Background: an optimization exercise with open tools, aiming at small area. Do not read the settings as production practice.
Function was checked by simulation only, so behaviour that the tests miss may differ from the original.
Power is estimated from default activity; no workload was simulated.

==> flow/design.v <==
module FrequencyDivider(
	input clock,
	input reset,
	output tick100HZ,
	output tick10000HZ,
	output tick2HZ
);
reg [31:0] count100HZ;
reg [11:0] count10000HZ;
reg [31:0] count2HZ;
reg dividerClock100HZ;
reg dividerClock10000HZ;
reg dividerClock2HZ;
assign tick100HZ   = (count100HZ == 32'd249) && !dividerClock100HZ;
assign tick10000HZ = (count10000HZ == 12'd24) && !dividerClock10000HZ;
assign tick2HZ     = (count2HZ == 32'd2500) && !dividerClock2HZ;
always@ (posedge clock or negedge reset) begin
	if (!reset) begin
		count100HZ <= 32'd0;
		dividerClock100HZ <= 1'd0;
		count10000HZ <= 12'd0;
		dividerClock10000HZ <= 1'd0;
		count2HZ <= 32'd0;
		dividerClock2HZ <= 1'd0;
	end
	else begin
		if (count100HZ == 32'd249) begin
			count100HZ <= 32'd0;
			dividerClock100HZ <= ~dividerClock100HZ;
		end
		else begin
			count100HZ <= count100HZ + 32'd1;
		end
		if (count10000HZ == 12'd24) begin
			count10000HZ <= 12'd0;
			dividerClock10000HZ <= ~dividerClock10000HZ;
		end
		else begin
			count10000HZ <= count10000HZ + 12'd1;
		end
		if (count2HZ == 32'd2500) begin
			count2HZ <= 32'd0;
			dividerClock2HZ <= ~dividerClock2HZ;
		end
		else begin
			count2HZ <= count2HZ + 32'd1;
		end
	end
end
endmodule
module CheckKeyPad(
    input clock, 
    input enable,  
    input reset, 
    input [3:0] keyPad_Col, 
    output reg [3:0] keyPad_Row, 
    output reg [3:0] control
);
always@(posedge clock or negedge reset) begin
    if (!reset) begin 
        keyPad_Row <= 4'b1110;
        control <= 4'b1111;  
    end
    else if (enable) begin
        case({keyPad_Row, keyPad_Col})
            8'b1110_1110: control <= 4'b0011;  
            8'b1110_1101: control <= 4'b0001;  
            8'b1110_1011: control <= 4'b0100;  
            8'b1110_0111: control <= 4'b0110;  
            default: control <= 4'b1111;  
        endcase
        case(keyPad_Row)
            4'b1110: keyPad_Row <= 4'b1110;
        endcase
    end
end
endmodule
module plate (
    input [15:0] data,       
    input [3:0] control,     
    input reset,             
    input clock,             
    input enable,             
    output reg [15:0] data_out
);
    parameter PLATE_INITIAL = 16'b0000001111000000; 
    reg [15:0] plate_position;
    always @(posedge clock or negedge reset) begin
        if (!reset) begin
            plate_position <= PLATE_INITIAL;
        end else if (enable) begin
            case (control)
                4'b1111: begin
                    plate_position <= plate_position;
                end
                4'b0001: begin
                    if (plate_position[0] == 1'b0) 
                        plate_position <= plate_position >> 1;
                    else begin
                    end 
                end
                4'b0100: begin
                    if (plate_position[15] == 1'b0) 
                        plate_position <= plate_position << 1;
                    else begin
                    end 
                end
                4'b0011: begin
                    if (plate_position[1:0] == 2'b00) begin
                        plate_position <= plate_position >> 2;
                    end else if (plate_position[0] == 1'b0) begin
                        plate_position <= plate_position >> 1;
                    end
                    else begin
                    end 
                end
                4'b0110: begin
                    if (plate_position[15:14] == 2'b00) begin 
                        plate_position <= plate_position << 2;
                    end else if (plate_position[15] == 1'b0)begin
                        plate_position <= plate_position << 1;
                    end
                    else begin
                    end 
                end
                default: begin
                    plate_position <= plate_position;
                end
            endcase
        end
    end
    always @(*) begin
        data_out = plate_position;
    end
endmodule
module ball_movement(data, reset, clock, enable, IsGameOver, Ball_rowIndex, Ball_colIndex, Ball_direction);
	input      [191:0] data;
	input              reset, clock, enable, IsGameOver;
	output reg [3:0]   Ball_rowIndex, Ball_colIndex;
	output reg [1:0]   Ball_direction;
	function isSomethingThere;
		input [3:0]   row;
		input [3:0]   col;
		input [191:0] data;
		reg   [7:0]   index;
		begin
			if(row < 0 || row >= 12 || col < 0 || col >= 16) begin
				isSomethingThere = 1;
			end
			else begin
				index = row * 16 + col;
				isSomethingThere = data[index];
			end
		end
	endfunction
	wire upward_collision = (Ball_rowIndex == 4'd0) ? 1 : isSomethingThere(Ball_rowIndex - 1, Ball_colIndex, data);
	wire rightward_collision = (Ball_colIndex == 4'd0) ? 1 : isSomethingThere(Ball_rowIndex, Ball_colIndex - 1, data);
	wire downward_collision = (Ball_rowIndex == 4'd11) ? 1 : isSomethingThere(Ball_rowIndex + 1, Ball_colIndex, data);
	wire leftward_collision = (Ball_colIndex == 4'd15) ? 1 : isSomethingThere(Ball_rowIndex, Ball_colIndex + 1, data);
	wire ur_collision = (Ball_rowIndex == 4'd0 || Ball_colIndex == 4'd0) ? 1 : isSomethingThere(Ball_rowIndex - 1, Ball_colIndex - 1, data);
	wire ul_collision = (Ball_rowIndex == 4'd0 || Ball_colIndex == 4'd15) ? 1 : isSomethingThere(Ball_rowIndex - 1, Ball_colIndex + 1, data);
	wire dr_collision = (Ball_rowIndex == 4'd11 || Ball_colIndex == 4'd0) ? 1 : isSomethingThere(Ball_rowIndex + 1, Ball_colIndex - 1, data);
	wire dl_collision = (Ball_rowIndex == 4'd11 || Ball_colIndex == 4'd15) ? 1 : isSomethingThere(Ball_rowIndex + 1, Ball_colIndex + 1, data);
	parameter UP_RIGHT = 2'b00;
	parameter UP_LEFT = 2'b01;
	parameter DOWN_RIGHT = 2'b10;
	parameter DOWN_LEFT = 2'b11;
	reg [3:0] next_rowIndex, next_colIndex;
	reg [1:0] next_direction;
	always@(posedge clock or negedge reset) begin
		if(!reset) begin
			Ball_rowIndex <= 4'd9;
			Ball_colIndex <= 4'd7;
			Ball_direction <= UP_RIGHT;
		end
		else if (!enable) begin
		end
		else if (IsGameOver == 1'b1) begin
			Ball_rowIndex <= 4'd9;
			Ball_colIndex <= 4'd7;
			Ball_direction <= UP_RIGHT;
		end
		else begin
			Ball_rowIndex <= next_rowIndex;
			Ball_colIndex <= next_colIndex;
			Ball_direction <= next_direction;
		end
	end
	always@(*) begin
		next_rowIndex = Ball_rowIndex;
		next_colIndex = Ball_colIndex;
		next_direction = Ball_direction;
		case(Ball_direction)
			UP_RIGHT : begin
				if(upward_collision && !rightward_collision) begin
					if(dr_collision) begin
						next_direction = DOWN_LEFT;
					end
					else begin
						next_direction = DOWN_RIGHT;
					end
				end
				else if(!upward_collision && rightward_collision) begin
					if(ul_collision) begin
						next_direction = DOWN_LEFT;
					end
					else begin
						next_direction = UP_LEFT;
					end
				end
				else if(upward_collision && rightward_collision) begin
					next_direction = DOWN_LEFT;					
				end
				else if(ur_collision) begin
					next_direction = DOWN_LEFT;
				end
				else begin
					next_direction = UP_RIGHT;
				end
			end
			UP_LEFT: begin
				if(upward_collision && !leftward_collision) begin
					if(dl_collision) begin
						next_direction = DOWN_RIGHT;
					end
					else begin
						next_direction = DOWN_LEFT;
					end
				end
				else if(!upward_collision && leftward_collision) begin
					if(ur_collision) begin
						next_direction = DOWN_RIGHT;
					end
					else begin
						next_direction = UP_RIGHT;
					end
				end
				else if(upward_collision && leftward_collision) begin
					next_direction = DOWN_RIGHT;					
				end
				else if(ul_collision) begin
					next_direction = DOWN_RIGHT;
				end
				else begin
					next_direction = UP_LEFT;
				end
			end
			DOWN_RIGHT : begin
				if(downward_collision && !rightward_collision) begin
					if(ur_collision) begin
						next_direction = UP_LEFT;
					end
					else begin
						next_direction = UP_RIGHT;
					end
				end
				else if(!downward_collision && rightward_collision) begin
					if(dl_collision) begin
						next_direction = UP_LEFT;
					end
					else begin
						next_direction = DOWN_LEFT;
					end
				end
				else if(downward_collision && rightward_collision) begin
					next_direction = UP_LEFT;
				end
				else if(dr_collision) begin
					next_direction = UP_LEFT;
				end
				else begin
					next_direction = DOWN_RIGHT;
				end
			end
			default : begin
				if(downward_collision && !leftward_collision) begin
					if(ul_collision) begin
						next_direction = UP_RIGHT;
					end
					else begin
						next_direction = UP_LEFT;
					end
				end
				else if(!downward_collision && leftward_collision) begin
					if(ur_collision) begin
						next_direction = UP_RIGHT;
					end
					else begin
						next_direction = DOWN_RIGHT;
					end
				end
				else if(downward_collision && leftward_collision) begin
					next_direction = UP_RIGHT;
				end
				else if(dl_collision) begin
					next_direction = UP_RIGHT;
				end
				else begin
					next_direction = DOWN_LEFT;
				end
			end
		endcase
		case(next_direction)
			UP_RIGHT : begin
				next_rowIndex = Ball_rowIndex - 4'd1;
				next_colIndex = Ball_colIndex - 4'd1;
			end
			UP_LEFT : begin
				next_rowIndex = Ball_rowIndex - 4'd1;
				next_colIndex = Ball_colIndex + 4'd1;
			end
			DOWN_RIGHT : begin
				next_rowIndex = Ball_rowIndex + 4'd1;
				next_colIndex = Ball_colIndex - 4'd1;
			end
			default : begin
				next_rowIndex = Ball_rowIndex + 4'd1;
				next_colIndex = Ball_colIndex + 4'd1;
			end
		endcase
	end
endmodule
module Score (
    input [3:0] Ball_rowIndex,
    input [3:0] Ball_colIndex,
    input [1:0] Ball_direction,
    input clock,
    input enable,                
    input reset,
    output reg [71:0] Bricks,
    output reg [9:0] score,
	 output reg IsGameOver
);
    wire [6:0] brick_index;
    assign brick_index = (Ball_rowIndex-1) * 8 + (Ball_colIndex >> 1);
	wire [6:0] brick_index_plus_7;
    assign brick_index_plus_7 = brick_index + 7;
    function brk;
        input [71:0] b;
        input [31:0] idx;
        begin
            brk = (idx < 32'd72) ? b[idx[6:0]] : 1'b0;
        end
    endfunction
    always @(posedge clock or negedge reset) begin
        if (!reset) begin
            Bricks <= 64'hFFFFFFFFFFFFFFFF;
				Bricks[71:40] <= 32'b0;
            score <= 10'd0;
				IsGameOver <= 1'b0;
		end else if (!enable) begin
		end else if (IsGameOver == 1'b1) begin
            Bricks <= 64'hFFFFFFFFFFFFFFFF;
				Bricks[71:40] <= 32'b0;
            score <= 10'd0;
				IsGameOver <= 1'b1;
	    end else begin
				if (Ball_rowIndex <= 7 && Ball_rowIndex != 0) begin
					if (brk(Bricks, brick_index) == 1'b1 && brk(Bricks, brick_index+7) == 1'b1 && Ball_colIndex[0] == 1'b0 && Ball_direction == 2'b00 && Ball_colIndex != 0 && Ball_rowIndex != 0) begin
						 Bricks[brick_index] <= 1'b0;
						 Bricks[brick_index+7] <= 1'b0;
						 score <= score + 2;
					end else if (brk(Bricks, brick_index) == 1'b1 && brk(Bricks, brick_index+15) == 1'b1 && Ball_colIndex[0] == 1'b0 && Ball_direction == 2'b00 && Ball_colIndex != 0 && Ball_rowIndex != 0) begin
						 Bricks[brick_index] <= 1'b0;
						 Bricks[brick_index+15] <= 1'b0;
						 score <= score + 2;
					end else if (brk(Bricks, brick_index) == 1'b1 && brk(Bricks, brick_index+9) == 1'b1 && Ball_colIndex[0] == 1'b1 && Ball_direction == 2'b01 && Ball_colIndex != 15 && Ball_rowIndex != 0) begin
						 Bricks[brick_index] <= 1'b0;
						 Bricks[brick_index+9] <= 1'b0;
						 score <= score + 2;
					end else if (brk(Bricks, brick_index) == 1'b1 && brk(Bricks, brick_index+17) == 1'b1 && Ball_colIndex[0] == 1'b1 && Ball_direction == 2'b01 && Ball_colIndex != 15 && Ball_rowIndex != 0) begin
						 Bricks[brick_index] <= 1'b0;
						 Bricks[brick_index+17] <= 1'b0;
						 score <= score + 2;
					end else if (brk(Bricks, brick_index+16) == 1'b1 && brk(Bricks, brick_index+7) == 1'b1 && Ball_colIndex[0] == 1'b0 && Ball_direction == 2'b10 && Ball_colIndex != 0) begin
						 Bricks[brick_index+16] <= 1'b0;
						 Bricks[brick_index+7] <= 1'b0;
						 score <= score + 2;
					end else if (brk(Bricks, brick_index-1) == 1'b1 && brk(Bricks, brick_index+16) == 1'b1 && Ball_colIndex[0] == 1'b0 && Ball_direction == 2'b10 && Ball_colIndex != 0 && Ball_rowIndex != 0) begin
						 Bricks[brick_index+16] <= 1'b0;
						 Bricks[brick_index-1] <= 1'b0;
						 score <= score + 2;
					end else if (brk(Bricks, brick_index+16) == 1'b1 && brk(Bricks, brick_index+9) == 1'b1 && Ball_colIndex[0] == 1'b1 && Ball_direction == 2'b11 && Ball_colIndex != 15) begin
						 Bricks[brick_index+16] <= 1'b0;
						 Bricks[brick_index+9] <= 1'b0;
						 score <= score + 2;
					end else if (brk(Bricks, brick_index+16) == 1'b1 && brk(Bricks, brick_index+1) == 1'b1 && Ball_colIndex[0] == 1'b1 && Ball_direction == 2'b11 && Ball_colIndex != 15 && Ball_rowIndex != 0) begin
						 Bricks[brick_index+16] <= 1'b0;
						 Bricks[brick_index+1] <= 1'b0;
						 score <= score + 2;
					end else if (brk(Bricks, brick_index) == 1'b1 && Ball_rowIndex != 0) begin
						 Bricks[brick_index] <= 1'b0;
						 score <= score + 1;
					end else if (brk(Bricks, brick_index+16) == 1'b1) begin
						 Bricks[brick_index+16] <= 1'b0;
						 score <= score + 1;
					end else if (brk(Bricks, brick_index+7) == 1'b1 && Ball_colIndex[0] == 1'b0 && Ball_colIndex != 0) begin  
						 Bricks[brick_index+7] <= 1'b0;
						 score <= score + 1;
					end else if (brk(Bricks, brick_index+9) == 1'b1 && Ball_colIndex[0] == 1'b1 && Ball_colIndex != 15) begin  
						 Bricks[brick_index+9] <= 1'b0;
						 score <= score + 1;
					end else if (brk(Bricks, brick_index-1) == 1'b1 && Ball_colIndex[0] == 1'b0 && Ball_direction == 2'b00 && Ball_colIndex != 0 && Ball_rowIndex != 0) begin  
						 Bricks[brick_index-1] <= 1'b0;
						 score <= score + 1;
					end else if (brk(Bricks, brick_index+1) == 1'b1 && Ball_colIndex[0] == 1'b1 && Ball_direction == 2'b01 && Ball_colIndex != 15 && Ball_rowIndex != 0) begin  
						 Bricks[brick_index+1] <= 1'b0;
						 score <= score + 1;
					end else if (brk(Bricks, brick_index+15) == 1'b1 && Ball_colIndex[0] == 1'b0 && Ball_direction == 2'b10 && Ball_colIndex != 0) begin  
						 Bricks[brick_index+15] <= 1'b0;
						 score <= score + 1;
					end else if (brk(Bricks, brick_index+17) == 1'b1 && Ball_colIndex[0] == 1'b1 && Ball_direction == 2'b11 && Ball_colIndex != 15) begin  
						 Bricks[brick_index+17] <= 1'b0;
						 score <= score + 1;
					end else begin
					    score <= score + 0;
					end
				end else if (Ball_rowIndex == 0) begin
					if (brk(Bricks, brick_index_plus_7) == 1'b1 && Ball_colIndex[0] == 1'b0 && Ball_colIndex != 0) begin  
						 Bricks[brick_index_plus_7] <= 1'b0;
						 score <= score + 1;
					end else if (brk(Bricks, brick_index_plus_7+2) == 1'b1 && Ball_colIndex[0] == 1'b1 && Ball_colIndex != 15) begin  
						 Bricks[brick_index_plus_7+2] <= 1'b0;
						 score <= score + 1;
					end else begin
						score <= score + 0;
					end
				end else if (Ball_rowIndex == 11) begin
				   IsGameOver <= 1'b1;
					score <= 10'd0;
			   end else begin
				   score <= score + 0;
				end
        end
    end
endmodule
module ScoreProcessor(
    input [9:0] score, 
    output reg [3:0] score100, 
    output reg [3:0] score010, 
    output reg [3:0] score001
);
always@(*) begin
    score100 = score / 100;
    score010 = (score % 100) / 10;
    score001 = score % 10;
end
endmodule
module SevenDisplay(
	input [3:0] in,
	output reg [6:0] out
);
always@(in) begin
	case(in)
		4'd0:  out = 7'b1000000;
		4'd1:  out = 7'b1111001;
		4'd2:  out = 7'b0100100;
		4'd3:  out = 7'b0110000;
		4'd4:  out = 7'b0011001;
		4'd5:  out = 7'b0010010;
		4'd6:  out = 7'b0000010;
		4'd7:  out = 7'b1111000;
		4'd8:  out = 7'b0000000;
		4'd9:  out = 7'b0010000;
		4'd10: out = 7'b0001000;
		4'd11: out = 7'b0000011;
		4'd12: out = 7'b1000110;
		4'd13: out = 7'b0100001;
		4'd14: out = 7'b0000110;
		default: out = 7'b0001110;
	endcase
end
endmodule 
module DotMatrix(
	input clock,
	input enable,  
    input [3:0] control,
	input reset,
	output reg [7:0] dot_row, 
	output reg [7:0] dot_col 
);
reg [2:0] rowCount;
always@(posedge clock or negedge reset) begin
	if (!reset) begin
		dot_row <= 8'b0;
		dot_col <= 8'b0;
		rowCount <= 3'd0;
	end
	else if (enable) begin
		rowCount <= rowCount + 3'd1;
		case(rowCount)
			3'd0: dot_row <= 8'b01111111;
			3'd1: dot_row <= 8'b10111111;
			3'd2: dot_row <= 8'b11011111;
			3'd3: dot_row <= 8'b11101111;
			3'd4: dot_row <= 8'b11110111;
			3'd5: dot_row <= 8'b11111011;
			3'd6: dot_row <= 8'b11111101;
			3'd7: dot_row <= 8'b11111110;
		endcase
		if (control == 4'b1111) begin  
			case(rowCount)
				3'd0: dot_col <= 8'b00111100;
				3'd1: dot_col <= 8'b01000010;
				3'd2: dot_col <= 8'b10000001;
				3'd3: dot_col <= 8'b10111101;
				3'd4: dot_col <= 8'b10111101;
				3'd5: dot_col <= 8'b10000001;
				3'd6: dot_col <= 8'b01000010;
				3'd7: dot_col <= 8'b00111100;
			endcase
		end
		else if (control == 4'b0011) begin  
			case(rowCount)
				3'd0: dot_col <= 8'b00101000;
				3'd1: dot_col <= 8'b00010100;
				3'd2: dot_col <= 8'b00001010;
				3'd3: dot_col <= 8'b11111111;
				3'd4: dot_col <= 8'b11111111;
				3'd5: dot_col <= 8'b00001010;
				3'd6: dot_col <= 8'b00010100;
				3'd7: dot_col <= 8'b00101000;
			endcase
		end
		else if (control == 4'b0001) begin  
			case(rowCount)
				3'd0: dot_col <= 8'b00001000;
				3'd1: dot_col <= 8'b00000100;
				3'd2: dot_col <= 8'b00000010;
				3'd3: dot_col <= 8'b11111111;
				3'd4: dot_col <= 8'b11111111;
				3'd5: dot_col <= 8'b00000010;
				3'd6: dot_col <= 8'b00000100;
				3'd7: dot_col <= 8'b00001000;
			endcase
		end
		else if (control == 4'b0100) begin  
			case(rowCount)
				3'd0: dot_col <= 8'b00010000;
				3'd1: dot_col <= 8'b00100000;
				3'd2: dot_col <= 8'b01000000;
				3'd3: dot_col <= 8'b11111111;
				3'd4: dot_col <= 8'b11111111;
				3'd5: dot_col <= 8'b01000000;
				3'd6: dot_col <= 8'b00100000;
				3'd7: dot_col <= 8'b00010000;
			endcase
		end
		else if (control == 4'b0110) begin  
			case(rowCount)
				3'd0: dot_col <= 8'b00010100;
				3'd1: dot_col <= 8'b00101000;
				3'd2: dot_col <= 8'b01010000;
				3'd3: dot_col <= 8'b11111111;
				3'd4: dot_col <= 8'b11111111;
				3'd5: dot_col <= 8'b01010000;
				3'd6: dot_col <= 8'b00101000;
				3'd7: dot_col <= 8'b00010100;
			endcase
		end
		else begin
			case(rowCount)
				3'd0: dot_col <= 8'b00000000;
				3'd1: dot_col <= 8'b00000000;
				3'd2: dot_col <= 8'b00000000;
				3'd3: dot_col <= 8'b00000000;
				3'd4: dot_col <= 8'b00000000;
				3'd5: dot_col <= 8'b00000000;
				3'd6: dot_col <= 8'b00000000;
				3'd7: dot_col <= 8'b00000000;
			endcase
		end
	end
end
endmodule 
module CombineToMatrix(
    input [15:0] plate_row,
    input [3:0] ball_rowIndex,
    input [3:0] ball_colIndex,
    input [55:0] bricks,
    input IsGameOver,
    output reg [191:0] data, 
    output reg [191:0] game_data
);
reg [111:0] expanded_bricks;
integer i;
integer ballIndex;
always @(*)
begin
    data = 192'b0;
    game_data = 192'b0;
    expanded_bricks = 112'b0;
    ballIndex = 0;
    if (IsGameOver) begin
        data[191:176] = 16'b0000000000000000;
        data[175:160] = 16'b0000000000000000;
        data[159:144] = 16'b1000011001101111;
        data[143:128] = 16'b1000100110011000;
        data[127:112] = 16'b1000100110001000;
        data[111:96]  = 16'b1000100101001111;
        data[95:80]   = 16'b1000100100101111;
        data[79:64]   = 16'b1000100100011000;
        data[63:48]   = 16'b1000100110011000;
        data[47:32]   = 16'b1111011001101111;
        data[31:16]   = 16'b0000000000000000;
        data[15:0]    = 16'b0000000000000000;
    end
    else begin
        for (i = 0; i < 56; i = i + 1) begin : expand_bits
            expanded_bricks[2*i +: 2] = {bricks[i], bricks[i]};
        end
        data[191:176] = expanded_bricks[15:0];
        data[175:160] = expanded_bricks[31:16];
        data[159:144] = expanded_bricks[47:32];
        data[143:128] = expanded_bricks[63:48];
        data[127:112] = expanded_bricks[79:64];
        data[111:96] = expanded_bricks[95:80];
        data[95:80] = expanded_bricks[111:96];
        data[31:16] = plate_row;
        ballIndex = (11 - ball_rowIndex) * 16 + ball_colIndex;
        data[ballIndex] = 1'b1;
        game_data = 192'b0;
        game_data[111:0] = expanded_bricks[111:0];
        game_data[175:160] = plate_row;
        game_data[ball_rowIndex * 16 + ball_colIndex] = 1'b1;
    end
end
endmodule
module VGAdisplay (
    input clock,
    input reset,
    input [191:0] data,
    output hSync,
    output vSync,
    output reg [3:0] r,
    output reg [3:0] g,
    output reg [3:0] b
);
parameter H_SYNC_PULSE = 96,
          H_BACK_PORCH = 48,
          H_ACTIVE_TIME = 640,
          H_FRONT_PORCH = 16,
          H_LINE_PERIOD = 800;
parameter V_SYNC_PAUSE = 2,
          V_BACK_PORCH = 33,
          V_ACTIVE_TIME = 480,
          V_FRONT_PORCH = 10,
          V_FRAME_PERIOD = 525;
reg clk_25MHz;
always @(posedge clock or negedge reset)
begin
    if(!reset)
    begin
        clk_25MHz <= 1'b0;
    end
    else
    begin
        clk_25MHz <= ~clk_25MHz;
    end
end
wire pix_en = ~clk_25MHz;
reg [11:0] h_count;
always @(posedge clock or negedge reset)
begin
    if(!reset)
    begin
        h_count <= 12'd0;
    end
    else if(!pix_en)
    begin
    end
    else if(h_count == H_LINE_PERIOD - 1)
    begin
        h_count <= 12'd0;
    end
    else
    begin
        h_count <= h_count + 12'd1;
    end
end
assign hSync = (h_count < H_SYNC_PULSE) ? 1'b0 : 1'b1;
reg [11:0] v_count;
always @(posedge clock or negedge reset)
begin
    if(!reset)
    begin
        v_count <= 12'd0;
    end
    else if(!pix_en)
    begin
    end
    else if(v_count == V_FRAME_PERIOD - 1)
    begin
        v_count <= 12'd0;
    end
    else if(h_count ==  H_LINE_PERIOD - 1)
    begin
        v_count <= v_count + 1'b1;
    end
    else
    begin
        v_count <= v_count;
    end
end
assign vSync = (v_count < V_SYNC_PAUSE) ? 1'b0 : 1'b1;
wire active_flag;
assign active_flag = (h_count >= (H_SYNC_PULSE + H_BACK_PORCH)) &&
                     (h_count < (H_SYNC_PULSE + H_BACK_PORCH + H_ACTIVE_TIME)) &&
                     (v_count >= (V_SYNC_PAUSE + V_BACK_PORCH)) &&
                     (v_count < (V_SYNC_PAUSE + V_BACK_PORCH + V_ACTIVE_TIME));
reg [11:0] RGBcomponent;     
reg [18:0] pixelCount;
always @(posedge clock or negedge reset)
begin
    if(!reset)
    begin
        RGBcomponent[11:8] <= 4'b0000;
        RGBcomponent[7:4]  <= 4'b0000;
        RGBcomponent[3:0]  <= 4'b0000;
        pixelCount <= 19'd0;
    end
    else if(!pix_en)
    begin
    end
    else if(active_flag)
    begin
        if(pixelCount == 19'd307199)
        begin
            pixelCount <= 19'd0;
        end
        else
        begin
            pixelCount <= pixelCount + 19'd1;
        end
        RGBcomponent[11:8] <= {4{data[(((307199-pixelCount)%H_ACTIVE_TIME)*16)/640+((((307199-pixelCount)/H_ACTIVE_TIME)*12)/480)*16]}};
        RGBcomponent[7:4]  <= {4{data[(((307199-pixelCount)%H_ACTIVE_TIME)*16)/640+((((307199-pixelCount)/H_ACTIVE_TIME)*12)/480)*16]}};
        RGBcomponent[3:0]  <= {4{data[(((307199-pixelCount)%H_ACTIVE_TIME)*16)/640+((((307199-pixelCount)/H_ACTIVE_TIME)*12)/480)*16]}};
    end
    else
    begin
        RGBcomponent[11:8] <= 4'b0000;
        RGBcomponent[7:4]  <= 4'b0000;
        RGBcomponent[3:0]  <= 4'b0000;
    end
end
always @(posedge clock or negedge reset)
begin
    if(!reset)
    begin
        r <= 4'b0000;
        g <= 4'b0000;
        b <= 4'b0000;
    end
    else if(!pix_en)
    begin
    end
    else if(active_flag)
    begin
        r <= RGBcomponent[11:8];
        g <= RGBcomponent[7:4];
        b <= RGBcomponent[3:0];
    end
    else
    begin
        r <= 4'b0000;
        g <= 4'b0000;
        b <= 4'b0000;
    end
end
endmodule
module Bricks (
    input clock, 
    input reset, 
    input [3:0] keyPad_col, 
    output [3:0] keyPad_row, 
    output [6:0] sevenDisplay100, 
    output [6:0] sevenDisplay010, 
    output [6:0] sevenDisplay001,
    output [7:0] dot_row, 
    output [7:0] dot_col,
    output VGA_hSync,
    output VGA_vSync,
    output [3:0] VGA_R,
    output [3:0] VGA_G,
    output [3:0] VGA_B
);
wire [9:0] score;  
wire [3:0] score100;
wire [3:0] score010;
wire [3:0] score001;
wire tick100HZ;
wire tick10000HZ;
wire tick2HZ;
wire [3:0] control;
wire [15:0] plate_row;
wire [3:0] ball_rowIndex;
wire [3:0] ball_colIndex;
wire [1:0] ball_direction;
wire [71:0] bricks;
wire [191:0] data;
wire [191:0] game_data;
wire IsGameOver;
FrequencyDivider FD(
    .clock(clock), 
    .reset(reset), 
    .tick10000HZ(tick10000HZ), 
    .tick100HZ(tick100HZ), 
    .tick2HZ(tick2HZ)
);
CheckKeyPad CKP(
    .clock(clock), 
    .enable(tick100HZ), 
    .reset(reset), 
    .keyPad_Col(keyPad_col), 
    .keyPad_Row(keyPad_row), 
    .control(control)
);
plate P(
    .data(plate_row),
    .control(control), 
    .reset(reset), 
    .clock(clock), 
    .enable(tick2HZ), 
    .data_out(plate_row)
);
ball_movement BM(
    .data(game_data),
    .reset(reset), 
    .clock(clock), 
    .enable(tick2HZ), 
    .IsGameOver(IsGameOver), 
    .Ball_rowIndex(ball_rowIndex),
    .Ball_colIndex(ball_colIndex),
    .Ball_direction(ball_direction)
);
Score S(
    .Ball_rowIndex(ball_rowIndex), 
    .Ball_colIndex(ball_colIndex), 
    .Ball_direction(ball_direction),
    .reset(reset), 
    .clock(clock),
    .enable(tick2HZ),
    .Bricks(bricks), 
    .score(score), 
    .IsGameOver(IsGameOver)
);
ScoreProcessor SP(
    .score(score), 
    .score100(score100), 
    .score010(score010), 
    .score001(score001)
);
SevenDisplay SD1(
    .in(score100), 
    .out(sevenDisplay100)
);
SevenDisplay SD2(
    .in(score010), 
    .out(sevenDisplay010)
);
SevenDisplay SD3(
    .in(score001), 
    .out(sevenDisplay001)
);
DotMatrix DM(
    .clock(clock), 
    .enable(tick10000HZ), 
    .reset(reset), 
    .control(control), 
    .dot_row(dot_row), 
    .dot_col(dot_col)
);
CombineToMatrix CTM(
    .plate_row(plate_row), 
    .ball_rowIndex(ball_rowIndex), 
    .ball_colIndex(ball_colIndex), 
    .bricks(bricks[55:0]), 
    .IsGameOver(IsGameOver),
    .data(data),
    .game_data(game_data)
);
VGAdisplay VGA(
    .clock(clock),
    .reset(reset),
    .data(data),      
    .hSync(VGA_hSync),
    .vSync(VGA_vSync),
    .r(VGA_R),
    .g(VGA_G),
    .b(VGA_B)
);
endmodule 
==> flow/run.sh <==
#!/bin/bash
# synth_recipe.tcl (not shown) runs the flow's synth.tcl, then flattens the netlist and writes it again
# the make line also repeats each setting of config.mk as NAME=value (left out here)
make -C /OpenROAD-flow-scripts/flow DESIGN_CONFIG=/design/flow/config.mk WORK_HOME=/design/flow/orfs CLKGATE_MAP_FILE= SYNTH_SCRIPT=/design/flow/synth_recipe.tcl finish
==> flow/config.mk <==
export PLATFORM = sky130hd
export DESIGN_NAME = Bricks
export DESIGN_NICKNAME = Bricks
export VERILOG_FILES = /design/flow/design.v
export SDC_FILE = /design/flow/constraint.sdc
export NUM_CORES = 4
export LEC_CHECK = 0
export CAP_MARGIN = 20
export CORE_MARGIN = 2
export CORE_UTILIZATION = 35
export SLEW_MARGIN = 20
==> flow/constraint.sdc <==
create_clock -name core_clock -period 25.0 [get_ports {clock}]
set_input_delay 5.0000 -clock core_clock [delete_from_list [all_inputs] [get_ports {clock}]]
set_output_delay 5.0000 -clock core_clock [all_outputs]
set_load 0.01 [all_outputs]
==> results_dict.tcl <==
set metrics [dict create \
    cts_resized 0 \
    avgSynthCellArea_sq_um 6.60 \
    start_util_pct 35.3 \
    slowest_stage "nor2_1" \
    yosysUniqueCellTypes 129 \
    setup_violations 0 \
    hold_viol 0 \
    end_kind "flop" \
    drc_errors 0 \
    ys_top_cells_by_count "893 x nand2_1, 867 x o21ai_0, 858 x nor2_1, 713 x a21oi_1, 558 x clkbuf_1" \
    synth-seq-cells 256 \
    peakVddDrop_uv 62.9 \
    ys_seq_area_share_pct 12.9 \
    synth_top_area_cell "dfrtp_1" \
    synth_edf_count 0 \
    gr-total-overflow 0 \
    area_growth_pct 7.08 \
    final_util_pct 37.8 \
    portBuffers 56 \
    relSlewSlack_pct 10.4 \
    grt_pass1_wl_microns 419000 \
    vias 65500 \
    required_ns 25.48 \
    insertion_delay_ns 0.59 \
    critPathLaunchType "flop" \
    p_leak_nw 17.8 \
    numCtsBuffers 34 \
    grt_max_degree 104 \
    cp_num_buf_inv 0 \
    clock_sinks 256 \
    pin_count 61 \
    cp_slowest_stage_delay_ns 0.79 \
    critPathKind "flop to flop" \
    antenna_left 0 \
    max-clock-path-buffers 3 \
    yosys-top-cells-area "dfrtp_1 10%, o21ai_0 8.7%, a21oi_1 7.1%" \
    netlist.area_leader.share_pct 10.2 \
    fin_skew_ns 0.0397 \
    ys_warn_count 10 \
    cts_root_buffer "clkbuf_16" \
    grt_use_total_pct 38.1 \
    synthFlopType "dfrtp_1" \
    layout_setup_ws_ns 7.58 \
    core_sq_mm 0.142 \
    rsz0062_at_grt "false" \
    tns_ns 0 \
    cts_setup_buffers 0 \
    worst_pin_slew_ns 1.34 \
    drive_gt1_share_pct 9.19 \
    yosysMostFrequentCell "nand2_1" \
    cts.clk_slew.worst_paths_ns 0.07 \
    drtIter0Drc 11600 \
    dp_hpwl_microns 203000 \
    finalMaxSlewViolations 0 \
    drtPass1Iterations 9 \
    p_per_area_mw_per_mm2 25.8 \
    h-tree-depth 2 \
    nNetsFinal 7374 \
    synth_cells 7574 \
    finalWeightedCongestion 1.10 \
    wl_per_cell_microns 31.9 \
    synthArstFlopShare_pct 100 \
    multi_input_area_sq_mm 0.0407 \
    max_cap_viol_count 0 \
    placed_cells 9088 \
    fin_crit_sh_pct 69.7 \
    synth_area_sq_mm 0.0500 \
    min_path_type "flop to flop" \
    cp_top_family "compound AO/OA/AOI/OAI gates" \
    power_mw 1.38 \
    cts_hold_buf 0 \
    drt_wl_total_microns 293000 \
    layoutNonFillerInstCount 9172 \
    crit_top_cell "a21oi_1" \
    dieArea_sq_mm 0.146 \
    die_h_microns 382 \
    ff_latch_area_sq_mm 0.00648 \
    status "no timing/DRC/antenna violations" \
    finalCriticalPeriod_ns 17.42 \
    grt_pass1_vias 59100 \
    arrival_ns 17.90 \
    cts_tree "built" \
    dp_slack_ns 8.05 \
    cp_max_fo 15 \
    fillers 15300 \
    fmax_mhz 57.4 \
    antenna_found_initial 14 \
    die_x_microns 382 \
    vias_per_cell 7.14 \
    num_rows 138 \
]
## per-stage QoR
step                hold slack (ns)  area, sq um
floorplan                     0.435        50100
CTS                           0.468        53400
detailed placement            0.454        52300
finish                        0.466        53500
global placement              0.452        52300
global route                  0.500        53500
## registers in the layout, summed over array words and instances (netlist names), 2 cells and up
signal             cells
P.plate_position      16
DM.dot_col             7
FD.count2HZ           32
FD.count100HZ         32
BM.Ball_colIndex       4
DM.dot_row             8
VGA.v_count           12
VGA.h_count           12
FD.count10000HZ       12
BM.Ball_direction      2
DM.rowCount            3
S.Bricks              72
S.score               10
CKP.control            4
BM.Ball_rowIndex       4
VGA.pixelCount        19
## layout make-up
type	count	area share [%]
Timing Repair Buffer	285	4.32
Inverter	138	0.968
Tap cell	1890	4.42
Antenna cell	22	0.103
Clock buffer	45	1.74
Clock inverter	16	0.309
Multi-Input combinational cell	6520	76.0
Sequential cell	256	12.1
## cell usage in the layout, fill, tap and decap left out, types with 31 or more instances in the layout
| cell type | synthesis | layout |
|---|---|---|
| a211oi_1 | 183 | 183 |
| a21o_1 | 47 | 47 |
| a21oi_1 | 713 | 712 |
| a311oi_1 | 111 | 109 |
| a31oi_1 | 157 | 155 |
| and2_1 | 56 | 50 |
| and3_1 | 76 | 75 |
| buf_4 | 19 | 226 |
| clkbuf_16 | 0 | 34 |
| clkdlybuf4s50_1 | 0 | 55 |
| dfrtp_1 | 203 | 201 |
| dfstp_2 | 53 | 52 |
| ha_1 | 130 | 129 |
| inv_1 | 122 | 121 |
| mux2_2 | 40 | 40 |
| mux2i_1 | 96 | 95 |
| mux4_2 | 115 | 115 |
| nand2_1 | 893 | 889 |
| nand2b_1 | 34 | 34 |
| nand3_1 | 292 | 289 |
| nand4_1 | 64 | 64 |
| nor2_1 | 858 | 842 |
| nor2b_1 | 53 | 52 |
| nor3_1 | 307 | 296 |
| nor4_1 | 56 | 52 |
| o2111ai_1 | 72 | 72 |
| o211ai_1 | 113 | 113 |
| o21a_1 | 41 | 41 |
| o21ai_0 | 867 | 865 |
| o221ai_1 | 54 | 54 |
| o22ai_1 | 95 | 95 |
| o311ai_0 | 50 | 50 |
| o31ai_1 | 50 | 50 |
| or2_2 | 31 | 31 |
| or3_1 | 56 | 56 |
| xnor2_1 | 222 | 219 |
| xor2_1 | 86 | 85 |
## routing by layer
layer | part of all wire (%) | global-route usage [%] | vias to the layer above
met2 | 40 | 54.0 | 5270
met5 | 0.016 | 0 | -
met4 | 7.9 | 23.6 | 8
met3 | 14 | 13.8 | 1285
met1 | 38 | 48.9 | 31100
li1 | - | - | 27800
## logic make-up (layout without fill, tap and decap cells)
group                    after synthesis  count (layout)  synth area share, %
AO/OA/AOI/OAI                       2914            2914                 37.3
adder cells (fa/ha/maj)              142             142                 3.56
buffers and inverters                818             484                 6.36
flip-flops                           256             256                 12.9
other                                  2              44               0.0150
XOR/XNOR                             312             312                 5.57
AND/OR/NAND/NOR                     2874            2874                 26.1
multiplexers                         256             256                 8.16
## path summary, 6_finish.rpt
kind                                     start                   end  slack (ns)  cells past startpoint
max                         VGA.pixelCount[12]  VGA.RGBcomponent[10]        7.58                     56
min                        FD.count10000HZ[11]   FD.count10000HZ[11]        0.47                      1
max reg2reg                 VGA.pixelCount[12]  VGA.RGBcomponent[10]        7.58                     56
min reg2reg                FD.count10000HZ[11]   FD.count10000HZ[11]        0.47                      1
max in group asynchronous                reset     FD.count100HZ[21]       18.74                      3
min in group asynchronous                reset       VGA.v_count[11]        4.42                      1
## power by group
part / switching [mW] / internal (mW)
clock network: 0.220 / 0.287
registers: 0.000957 / 0.416
logic: 0.284 / 0.175
total: 0.505 / 0.878

[re-timing with driven ports]
No port has a modelled driver above. Below, the same layout with a new extraction and two added sets of constraints. Step 1, drivers: a clkbuf_16 drives clock and a buf_2 each remaining input, both assumed. Step 2 moves the port delays by t, midway between the first and last clock arrival at a register: inputs arrive t later, outputs are due t later. That takes back most of the time a late clock gives input paths. Slacks: no drivers / after step 1 / after step 2; pairs: no drivers / after step 1.
t, ns: 0.638
setup slack, ns: 7.576 / 7.576 / 7.576
hold slack, ns: 0.466 / 0.466 / 0.466
clock arrival spread, ns: 0.040 / 0.040
pins driven straight from the clock port: 1
After both steps this run still meets setup and hold. For this run, drivers alone change the setup slack by 0.000 ns; drivers and shift together by 0.000 ns.
